Background: an optimization exercise with open tools, aiming at small area, a short achievable clock period and few clock cycles. Do not read the settings as production practice.
Where RTL was checked, it was by simulation tests only, not by an equivalence proof against the original.
Power is estimated from default activity; no workload was simulated.

Design matrix_alu, start of the top module:
module matrix_alu (
    input wire clk,
    input wire rst_n,
    input wire        start,
    input wire [2:0]  opcode,
    input wire [15:0] scalar_val,
    input wire [1:0]  slot_a_idx,
    input wire [1:0]  slot_b_idx,
    output reg        done,
    output reg        error,
    output reg [1:0]  mem_rd_slot,
    output reg [2:0]  mem_rd_row,
    output reg [2:0]  mem_rd_col,
    input  wire [15:0] mem_rd_data,
    input wire [2:0]  mem_current_m,
    input wire [2:0]  mem_current_n,
    output wire [1:0]  mem_wr_slot,
    output reg [2:0]  mem_wr_row,
    output reg [2:0]  mem_wr_col,
    output reg [15:0] mem_wr_data,
    output reg        mem_wr_we,
    output reg [2:0]  mem_res_m,
    output reg [2:0]  mem_res_n,
    output reg        mem_dim_we
);
Size in the first run: about 1,100 cells after synthesis, roughly 86 flip-flops, about 90 I/O pins, ~0.010 mm2 of cells after synthesis.
Settings: LEC_CHECK=0, CAP_MARGIN=20, CORE_MARGIN=2, CORE_UTILIZATION=40, SETUP_SLACK_MARGIN=4, SLEW_MARGIN=20; clock period 8.0 ns.
run.sh (not shown) runs the stock make flow with config.mk's settings and CLKGATE_MAP_FILE= SYNTH_SCRIPT=/design/flow/synth_recipe.tcl, a recipe that flattens the netlist after the stock synthesis.
The starting point produced a clean layout.
Testbench counts at the start, summed over its fixed seeds: cycles 10,321.
==> next run, changes <==
SETUP_SLACK_MARGIN = unset   (was 4)
The changed run went through all stages and came out clean.
Via count fell by 3.7%.
Global-route usage came out lower by 0.71 points.
Die area is unchanged.
Core utilization drops by 4.3 points.

---

Another version of the RTL of matrix_alu (not shown whole).
Size in the first run: roughly 770 cells after synthesis, about 140 flip-flops, about 90 I/O pins.
Design matrix_alu, start of the top module:
module matrix_alu (
    input wire clk,
    input wire rst_n,
    input wire        start,
    input wire [2:0]  opcode,
    input wire [15:0] scalar_val,
    input wire [1:0]  slot_a_idx,
    input wire [1:0]  slot_b_idx,
    output reg        done,
    output reg        error,
    output reg [1:0]  mem_rd_slot,
    output reg [2:0]  mem_rd_row,
    output reg [2:0]  mem_rd_col,
    input  wire [15:0] mem_rd_data,
    input wire [2:0]  mem_current_m,
    input wire [2:0]  mem_current_n,
    output wire [1:0]  mem_wr_slot,
    output reg [2:0]  mem_wr_row,
    output reg [2:0]  mem_wr_col,
    output reg [15:0] mem_wr_data,
    output reg        mem_wr_we,
    output reg [2:0]  mem_res_m,
    output reg [2:0]  mem_res_n,
    output reg        mem_dim_we
);
Settings: LEC_CHECK=0, CAP_MARGIN=20, CORE_MARGIN=2, CORE_UTILIZATION=70, CTS_BUF_LIST=sky130_fd_sc_hd__clkbuf_4 sky130_fd_sc_hd__clkbuf_8, PLACE_DENSITY=0.8, SETUP_SLACK_MARGIN=5, SLEW_MARGIN=20; clock period 8.0 ns.
Testbench counts at the start, summed over its fixed seeds: cycles 11,863.
Edit:
Settings changed: CORE_UTILIZATION 70 to 60, PLACE_DENSITY 0.8 to not set.
Result: The new run passed the timing, DRC and antenna checks. Design area went up by 2.0%. Power went up by 1.4%. Via count went down by 2.9%. Clock-buffer cell count stays the same.
Edit:
Settings changed: CAP_MARGIN 20 to 0, SLEW_MARGIN 20 to 0.
What happened:
- The changed run completed with no timing, DRC or antenna violations
- final area stays the same
- core utilization is unchanged
- maximum frequency does not change
- first-iteration DRC count is unchanged
- worst setup slack stays the same
Edit:
Settings changed: CAP_MARGIN 0 to 20, CORE_UTILIZATION 60 to 40, CTS_BUF_LIST sky130_fd_sc_hd__clkbuf_4 sky130_fd_sc_hd__clkbuf_8 to not set, SLEW_MARGIN 0 to 20.
Result: The changed run completed with no timing, DRC or antenna violations; clock-buffer cell count grows by 3; non-clock buffer count is lower by 7; worst setup slack loses 37 ps; fmax came out lower by 1.2%; utilization fell by 25 points; critical path depth climbs by 6.

---

Setup of run A:
matrix_alu, a different RTL version from the one above (not shown whole).
Size: about 140 flip-flops, ~0.0098 mm^2 of cells after synthesis.
==> flow/design.v (excerpt) <==
module matrix_alu (
    input wire clk,
    input wire rst_n,
    input wire        start,
    input wire [2:0]  opcode,
    input wire [15:0] scalar_val,
    input wire [1:0]  slot_a_idx,
    input wire [1:0]  slot_b_idx,
    output reg        done,
    output reg        error,
    output reg [1:0]  mem_rd_slot,
    output reg [2:0]  mem_rd_row,
    output reg [2:0]  mem_rd_col,
    input  wire [15:0] mem_rd_data,
    input wire [2:0]  mem_current_m,
    input wire [2:0]  mem_current_n,
    output wire [1:0]  mem_wr_slot,
    output reg [2:0]  mem_wr_row,
    output reg [2:0]  mem_wr_col,
    output reg [15:0] mem_wr_data,
    output reg        mem_wr_we,
    output reg [2:0]  mem_res_m,
    output reg [2:0]  mem_res_n,
    output reg        mem_dim_we
);
clock: 8.0 ns
lec_check: 0
cap_margin: 20
core_margin: 2
core_utilization: 60
cts_buf_list: sky130_fd_sc_hd__clkbuf_4 sky130_fd_sc_hd__clkbuf_8
setup_slack_margin: 5
slew_margin: 20
Every stage of the flow completed for run A, and the final layout passed the timing, DRC and antenna checks.
Here is what was changed in the inputs of run P compared with run A.
Settings: CORE_UTILIZATION: 60 -> 40; CTS_BUF_LIST: sky130_fd_sc_hd__clkbuf_4 sky130_fd_sc_hd__clkbuf_8 -> unset.
[summary]
In run P relative to run A, non-clock buffer count in the final layout had gone up slightly.
In the metrics for run A and run P, the one carrying the higher clock network fraction of total power is run P.
~same post-route fraction of the period consumed by the critical path in run A and run P
When run P is measured against run A, its fmax turns out 0.36% lower.
The standard cells in run P occupy more silicon area than those in run A do.
A critical-path cell with the highest stage delay of dfxtp_1 is what run P shows, while clkdlybuf4s50_1 belongs to run A.
Footprint of the flip-flops and latches, run P vs run A: down slightly
No functional check of the RTL was part of any run of this note.

---

matrix_alu, a different RTL version from the one above (not shown whole).
For scale: roughly 140 flip-flops, ~0.0094 mm² of cells after synthesis.
// matrix_alu
module matrix_alu (
    input wire clk,
    input wire rst_n,
    input wire        start,
    input wire [2:0]  opcode,
    input wire [15:0] scalar_val,
    input wire [1:0]  slot_a_idx,
    input wire [1:0]  slot_b_idx,
    output reg        done,
    output reg        error,
    output reg [1:0]  mem_rd_slot,
    output reg [2:0]  mem_rd_row,
    output reg [2:0]  mem_rd_col,
    input  wire [15:0] mem_rd_data,
    input wire [2:0]  mem_current_m,
    input wire [2:0]  mem_current_n,
    output wire [1:0]  mem_wr_slot,
    output reg [2:0]  mem_wr_row,
    output reg [2:0]  mem_wr_col,
    output reg [15:0] mem_wr_data,
    output reg        mem_wr_we,
    output reg [2:0]  mem_res_m,
    output reg [2:0]  mem_res_n,
    output reg        mem_dim_we
);
    assign mem_wr_slot = 2'd2;
    wire is_add = (opcode == 3'd0);
    wire is_sub = (opcode == 3'd1);
    wire is_mul = (opcode == 3'd2);
    wire is_sca = (opcode == 3'd3);
    wire is_tra = (opcode == 3'd4);
    wire bad_op = opcode[2] & (opcode[1] | opcode[0]);
    wire two_ph = ~opcode[2];                   
    wire mulsca = is_mul | is_sca;
    reg       s1;          
    reg       rd_act;      
    reg       c1;          
    reg       phb;         
    reg       phbm;        
    reg [2:0] i, j, k;
    reg [2:0] dma, dna;    
    reg        e1, e2, e_first, e_last, e2_last, f_v, e_ew;
    reg [15:0] a_hold, b_cur, cs_s, cs_c;
    reg [3:0]  bo, bt, bn;    
    always @(*) begin
        mem_rd_row = phbm ? k : i;
        mem_rd_col = phbm ? j : k;
    end
    wire       go     = start & ~bad_op;
    wire       rd_now = s1 | rd_act;
    wire [2:0] ma_e   = s1 ? mem_current_m : dma;
    wire [2:0] na_e   = s1 ? mem_current_n : dna;
  ...
clock: 8.0 ns
lec_check: 0
cap_margin: 20
core_margin: 2
core_utilization: 60
cts_buf_list: sky130_fd_sc_hd__clkbuf_4 sky130_fd_sc_hd__clkbuf_8
setup_slack_margin: 5
slew_margin: 20
Testbench counts at the start, summed over its fixed seeds: cycles 11,568.
Change:
Settings changed: CORE_UTILIZATION 60 to 40, CTS_BUF_LIST sky130_fd_sc_hd__clkbuf_4 sky130_fd_sc_hd__clkbuf_8 to default.
After rerunning: Global-route usage falls by 7.5 points. Setup slack gains 0.044 ns. Clock-buffer cell count falls by 1. Synthesized area stays the same. Via count hardly moves. Utilization falls by 24 points.

-- re-timing with driven ports --
In the flow no input, the clock included, has a driving cell. The finished layouts below were timed again as built, in two steps. Step 1 (the two cells are an assumption about what drives the block):
set clk [get_ports {clk}]
set_driving_cell -lib_cell sky130_fd_sc_hd__clkbuf_16 $clk
set_driving_cell -lib_cell sky130_fd_sc_hd__buf_2 [delete_from_list [all_inputs] $clk]
Step 2 also shifts input and output timing later by t, the mid clock arrival at the registers, as if the neighbouring blocks saw the same clock. Slacks: no drivers / after step 1 / after step 2; pairs: no drivers / after step 1.
run	t (ns)	slack for setup (ns)	worst setup path at the end	clock arrival spread, ns	worst data-port slew with drivers (ns)
the first run of note 1	0.384	2.601 / 2.601 / 2.601	register to register	0.010 / 0.011	0.06
the second run of note 1	0.405	1.595 / 1.595 / 1.595	register to register	0.016 / 0.016	0.06
the first run of note 2	0.490	5.005 / 4.993 / 4.531	input to register	0.014 / 0.013	0.06
the second run of note 2	0.486	4.981 / 4.943 / 4.516	input to register	0.015 / 0.014	0.04
the third run of note 2	0.486	4.981 / 4.943 / 4.516	input to register	0.015 / 0.014	0.04
the fourth run of note 2	0.461	4.944 / 4.940 / 4.479	input to register	0.008 / 0.008	0.06
run A	0.504	5.021 / 4.978 / 4.619	input to register	0.013 / 0.014	0.04
run P	0.469	5.010 / 4.980 / 4.614	input to register	0.015 / 0.015	0.04
the first run of note 4	0.486	4.890 / 4.884 / 4.398	input to register	0.017 / 0.018	0.06
the second run of note 4	0.477	4.935 / 4.942 / 4.465	input to register	0.013 / 0.014	0.06
After both steps every run listed still meets setup and hold. For the first run of note 4, which loses most, drivers alone change the setup slack by -0.006 ns; drivers and shift together by -0.492 ns.
